This design comes from an exercise in tuning for small area and a short achievable clock period on the open sky130 flow, not from production work. Where RTL was checked, it was by simulation tests only, not by an equivalence proof against the original. The flow treats the clock pin as an ideal source. Dropping or thinning the clock tree relies on that and would not hold on a real chip. Power and IR drop assume default switching activity.

## main
==> flow/design.v (excerpt) <==
module accumulator_sum (
    input  logic        clk,
    input  logic        rst,
    input  logic        start,
    input  logic        clear,
    input  logic [3:0]  data_in_a,
    input  logic [3:0]  data_in_b,
    output logic [3:0]  data_out,
    output logic        data_out_valid,
    output logic        result_complete,
    output logic        ready,
    output logic        response
);
Size: roughly 220 cells after synthesis, about 55 flip-flops, roughly 20 I/O pins, ~2500 sq um of cells after synthesis.
Settings: LEC_CHECK=0, CAP_MARGIN=20, CORE_MARGIN=2, CORE_UTILIZATION=40, SLEW_MARGIN=20; clock period 10.0 ns.
standard.sh (not shown) runs the stock make flow with config.mk's settings and CLKGATE_MAP_FILE= SYNTH_SCRIPT=/design/flow/synth_recipe.tcl, a recipe that flattens the netlist after the stock synthesis.
==> flow/flow/run.sh <==
#!/bin/bash
# Standard ORFS layout with a few settings changed:
#  - no full/half-adder cells (abc maps the adder as plain gates),
#  - small port buffers (buf_1 instead of the slow clkdlybuf4s50_1),
#  - repair_timing aims for extra setup margin (the clock is much slower than the logic),
#  - no CTS dummy loads.
set -euo pipefail
bash standard.sh \
  ADDER_MAP_FILE= \
  "BUFFER_PORTS_ARGS=-buffer_cell sky130_fd_sc_hd__buf_1" \
  SETUP_SLACK_MARGIN=7.6 \
  "CTS_ARGS=-sink_clustering_enable -repair_clock_nets -dont_use_dummy_load" \
  finish > standard_run.log 2>&1
Input-level comparison between the feature branch and main:
-- flow/flow/run.sh --
<<< main, line 11
  SETUP_SLACK_MARGIN=7.6 \
>>> the feature branch, line 11
  SETUP_SLACK_MARGIN=7.2 \
Findings:
Peak per-stage delay on the critical path: the feature branch vs main up 100 ps
As of the feature branch, via count had fallen by a few percent compared to main.
The feature branch vs main — power drawn by the combinational cells dropped by more than 10%
The feature branch: done, clean on timing, DRC and antenna
Taking main as the reference point, the fraction of power consumed by combinational cells of the feature branch falls by 2.4 points.
Taking main as 1.0, the feature branch lands at 0.897 on cell area.
Function was not checked in any run of this note: the RTL went through the layout flow alone.


Setup of wip/quartz:
The RTL this note starts from:
==> flow/design.v <==
module accumulator_sum (
    input  logic        clk,
    input  logic        rst,
    input  logic        start,
    input  logic        clear,
    input  logic [3:0]  data_in_a,
    input  logic [3:0]  data_in_b,
    output logic [3:0]  data_out,
    output logic        data_out_valid,
    output logic        result_complete,
    output logic        ready,
    output logic        response
);
    logic        s_q, r_q;
    logic [2:0]  c_q;
    logic        ready_q, valid_q, complete_q, resp_q;
    logic [31:0] acc_q;        
    logic [3:0]  hi_q;         
    logic [1:0]  cy_q;         
    logic        zq;           
    logic [3:0]  p_q, g_q;
    wire idle    = !s_q && !r_q;
    wire go      = idle && start;
    wire sum_go  = go && !clear;
    wire rd_go   = go && clear;
    wire s_last  = s_q && resp_q;                                    
    wire r_hi    = r_q && resp_q;                                    
    wire r_last  = r_q && valid_q && !resp_q && (c_q == 3'd6);       
    wire fold_last = idle && !ready_q;
    wire fold    = s_q || fold_last;
    wire en      = fold || r_q;
    wire cy_mid  = !r_q && !ready_q;
    wire [3:0] lo  = zq ? 4'd0 : acc_q[3:0];
    wire [3:0] fs  = lo ^ p_q;
    wire [4:0] fc  = {(g_q | (p_q & lo)), 1'b0};
    wire [5:0] nib = {2'b00, fs} + {1'b0, fc} + {4'b0000, (cy_mid ? cy_q : 2'b00)};
    always_ff @(posedge clk) begin
        if (r_q)
            p_q <= r_hi ? hi_q : lo;
        else
            p_q <= data_in_a ^ data_in_b;
        g_q <= data_in_a & data_in_b;
    end
    always_ff @(posedge clk) begin
        if (go)
            c_q <= clear ? 3'd6 : 3'd0;
        else
            c_q <= c_q + {2'b00, !resp_q};
    end
    always_ff @(posedge clk) begin
        if (rst) begin
            s_q        <= 1'b0;
            r_q        <= 1'b0;
            ready_q    <= 1'b1;
            valid_q    <= 1'b0;
            complete_q <= 1'b0;
            resp_q     <= 1'b0;
        end else begin
            ready_q    <= idle || r_last;
            valid_q    <= r_q && !r_last;
            complete_q <= r_last;
            resp_q     <= !idle && (c_q == 3'd5);
            s_q        <= sum_go || (s_q && !s_last);
            r_q        <= rd_go || (r_q && !r_last);
        end
    end
    always_ff @(posedge clk) begin
        if (en)
            acc_q <= {nib[3:0], acc_q[31:4]};
    end
    always_ff @(posedge clk) begin
        if (rst) begin
            cy_q <= 2'b00;
            hi_q <= 4'd0;
            zq   <= 1'b1;
        end else begin
            cy_q <= fold ? nib[5:4] : 2'b00;
            if (r_last)
                hi_q <= 4'd0;
            else
                hi_q <= hi_q + {2'b00, (cy_mid ? 2'b00 : cy_q)};
            if (r_last)
                zq <= 1'b1;
            else if (fold_last)
                zq <= 1'b0;
        end
    end
    assign data_out        = p_q;
    assign data_out_valid  = valid_q;
    assign result_complete = complete_q;
    assign ready           = ready_q;
    assign response        = resp_q;
endmodule
Settings: LEC_CHECK=0, CAP_MARGIN=20, CORE_MARGIN=2, CORE_UTILIZATION=40, SLEW_MARGIN=20; clock period 10.0 ns.
==> flow/flow/run.sh <==
#!/bin/bash
# Standard ORFS layout with a few settings changed:
#  - abc maps with an area script (flow/abc_area.script; ORFS's scripts are copied so that
#    only this one file differs), and no full/half-adder cells,
#  - small port buffers (buf_1 instead of the slow clkdlybuf4s50_1),
#  - repair_timing aims for extra setup margin (the clock is much slower than the logic),
#  - after CTS, one level of clock buffers drives all flip-flops (flow/cts_post.tcl).
set -euo pipefail
PLATFORM_DONT_USE=$(sed -n '/^export DONT_USE_CELLS/,/^$/p' "$FLOW_HOME/platforms/sky130hd/config.mk" | grep -o 'sky130_fd_sc_hd__[A-Za-z0-9_]*' | tr '\n' ' ')
BIG="sky130_fd_sc_hd__dlygate4sd1_1 sky130_fd_sc_hd__dlygate4sd2_1 sky130_fd_sc_hd__dlygate4sd3_1 sky130_fd_sc_hd__dlymetal6s2s_1 sky130_fd_sc_hd__dlymetal6s4s_1 sky130_fd_sc_hd__dlymetal6s6s_1 sky130_fd_sc_hd__clkdlybuf4s15_1 sky130_fd_sc_hd__clkdlybuf4s18_1 sky130_fd_sc_hd__clkdlybuf4s25_1 sky130_fd_sc_hd__clkdlybuf4s50_1 sky130_fd_sc_hd__clkdlybuf4s15_2 sky130_fd_sc_hd__clkdlybuf4s18_2 sky130_fd_sc_hd__clkdlybuf4s25_2 sky130_fd_sc_hd__clkdlybuf4s50_2 sky130_fd_sc_hd__buf_6 sky130_fd_sc_hd__buf_8 sky130_fd_sc_hd__buf_12 sky130_fd_sc_hd__buf_16 sky130_fd_sc_hd__dfxtp_4 sky130_fd_sc_hd__inv_6 sky130_fd_sc_hd__inv_8 sky130_fd_sc_hd__inv_12 sky130_fd_sc_hd__inv_16"
rm -rf orfs_scripts
cp -r "$FLOW_HOME/scripts" orfs_scripts
cp flow/abc_area.script orfs_scripts/abc_area.script
bash standard.sh \
  SCRIPTS_DIR=$PWD/orfs_scripts \
  ADDER_MAP_FILE= ABC_AREA=1 \
  "DONT_USE_CELLS=$PLATFORM_DONT_USE $BIG" \
  "BUFFER_PORTS_ARGS=-buffer_cell sky130_fd_sc_hd__buf_1" \
  SETUP_SLACK_MARGIN=7.3 \
  "CTS_ARGS=-repair_clock_nets -dont_use_dummy_load" \
  POST_CTS_TCL=$PWD/flow/cts_post.tcl FLOW_CLKBUF=sky130_fd_sc_hd__clkbuf_8 FLOW_CLKGROUPS=4 \
  finish > standard_run.log 2>&1
Other scripts of this flow, unchanged in this note and not shown: flow/flow/abc_area.script, flow/flow/cts_post.tcl
Inputs modified between wip/quartz and wip/fjord:
-- flow/flow/run.sh --
<<< wip/quartz, line 19
  SETUP_SLACK_MARGIN=7.3 \
>>> wip/fjord, line 19
  SETUP_SLACK_MARGIN=7.4 CORE_UTILIZATION=65 \
Findings:
Lower met1 layer wirelength in the final routing among wip/quartz and wip/fjord: wip/fjord. Relative to wip/quartz, part of the total power dissipated in combinational logic has gone up in wip/fjord. Number of fill cells: wip/fjord vs wip/quartz down about 50%.
Edits applied to the flow inputs when going from wip/fjord to wip/raven:
-- flow/flow/run.sh --
<<< wip/fjord, line 19
  SETUP_SLACK_MARGIN=7.4 CORE_UTILIZATION=65 \
>>> wip/raven, line 19
  SETUP_SLACK_MARGIN=7.3 CORE_UTILIZATION=65 \
Findings:
- Across wip/fjord and wip/raven, none had a timing, DRC or antenna violation.
- wip/raven vs. wip/fjord: clock share of power level, register-to-register slack flat, proportion of power drawn by combinational gates fell 0.2 points, post-route worst hold slack barely changed.
- On post-route clock period utilization, wip/fjord and wip/raven are neck and neck.
Edits applied to the flow inputs when going from wip/raven to wip/nickel:
-- flow/flow/run.sh --
<<< wip/raven, line 19
  SETUP_SLACK_MARGIN=7.3 CORE_UTILIZATION=65 \
>>> wip/nickel, line 19
  SETUP_SLACK_MARGIN=7.3 CORE_UTILIZATION=80 PLACE_DENSITY=0.85 \
==> summary.txt <==
wip/nickel finished every step from synthesis to the final layout, and the layout passed the timing, design-rule and antenna checks. Summary of wip/nickel over wip/raven: wire length picked up an extra 98%; design area grew by 1.8%. wip/nickel ended with more routed metal-1 wirelength than wip/raven. Power: wip/nickel draws more than wip/raven. Delta(combinational group share of total power, wip/nickel - wip/raven) > 0. Against wip/raven, headroom to the max-slew limit in wip/nickel came out better.
> inputs changed (wip/nickel -> wip/pepper)
-- flow/flow/run.sh --
<<< wip/nickel, line 19
  SETUP_SLACK_MARGIN=7.3 CORE_UTILIZATION=80 PLACE_DENSITY=0.85 \
>>> wip/pepper, line 19
  SETUP_SLACK_MARGIN=7.2 CORE_UTILIZATION=65 \
Findings:
Delta (wip/pepper minus wip/nickel): total power down 6.2%, data required time of the critical path fell 2030 ps.
Max die area across wip/pepper and wip/nickel: wip/pepper
wip/pepper vs wip/nickel: power per unit of standard cell area down by a few percent
Worst setup slack: wip/pepper vs wip/nickel up 56 ps
diff inputs: wip/pepper => wip/tundra
-- flow/flow/run.sh --
<<< wip/pepper, line 19
  SETUP_SLACK_MARGIN=7.2 CORE_UTILIZATION=65 \
>>> wip/tundra, line 19
  SETUP_SLACK_MARGIN=7.3 CORE_UTILIZATION=65 GPL_TIMING_DRIVEN=1 \
==> comparison <==
From wip/pepper to wip/tundra the numbers moved as follows: worst hold slack ~0 delta, wire length per cell after detailed routing closely matched the old numbers, non-clock inverter instance count of the final layout saw little to no change.
No run of this note takes its clock network from TritonCTS; it comes from the design's own scripts or RTL.

[afterwards: timing with drivers on the ports]
How much do the figures lean on ideal ports? The routed layouts below were timed once more, with nothing changed but the port constraints.
Step 1 assumes that a clkbuf_16 drives the clock port and a buf_2 every other input.
Step 2, shift: input delay + t, output delay - t, t = (earliest + latest rising clock arrival at the registers) / 2. This alone moves slack from input paths to output paths.
a / b / c = ideal / step 1 / step 2; a / b = the first two.
run | t, ns | setup WS [ns] | worst setup path after step 2
main | 0.327 | 6.923 / 6.891 / 7.011 | input to register
the feature branch | 0.322 | 6.905 / 6.878 / 6.970 | input to register
wip/quartz | 0.197 | 7.376 / 7.324 / 7.254 | input to register
wip/fjord | 0.194 | 7.387 / 7.336 / 7.312 | input to register
wip/raven | 0.194 | 7.385 / 7.334 / 7.261 | input to register
wip/nickel | 0.199 | 7.329 / 7.325 / 7.157 | input to register
wip/pepper | 0.195 | 7.385 / 7.334 / 7.261 | input to register
wip/tundra | 0.194 | 7.385 / 7.334 / 7.261 | input to register
After both steps setup and hold are still met in every run listed. The setup slack of wip/nickel, which loses most, moves by -0.004 ns with the drivers and by -0.172 ns with both steps.
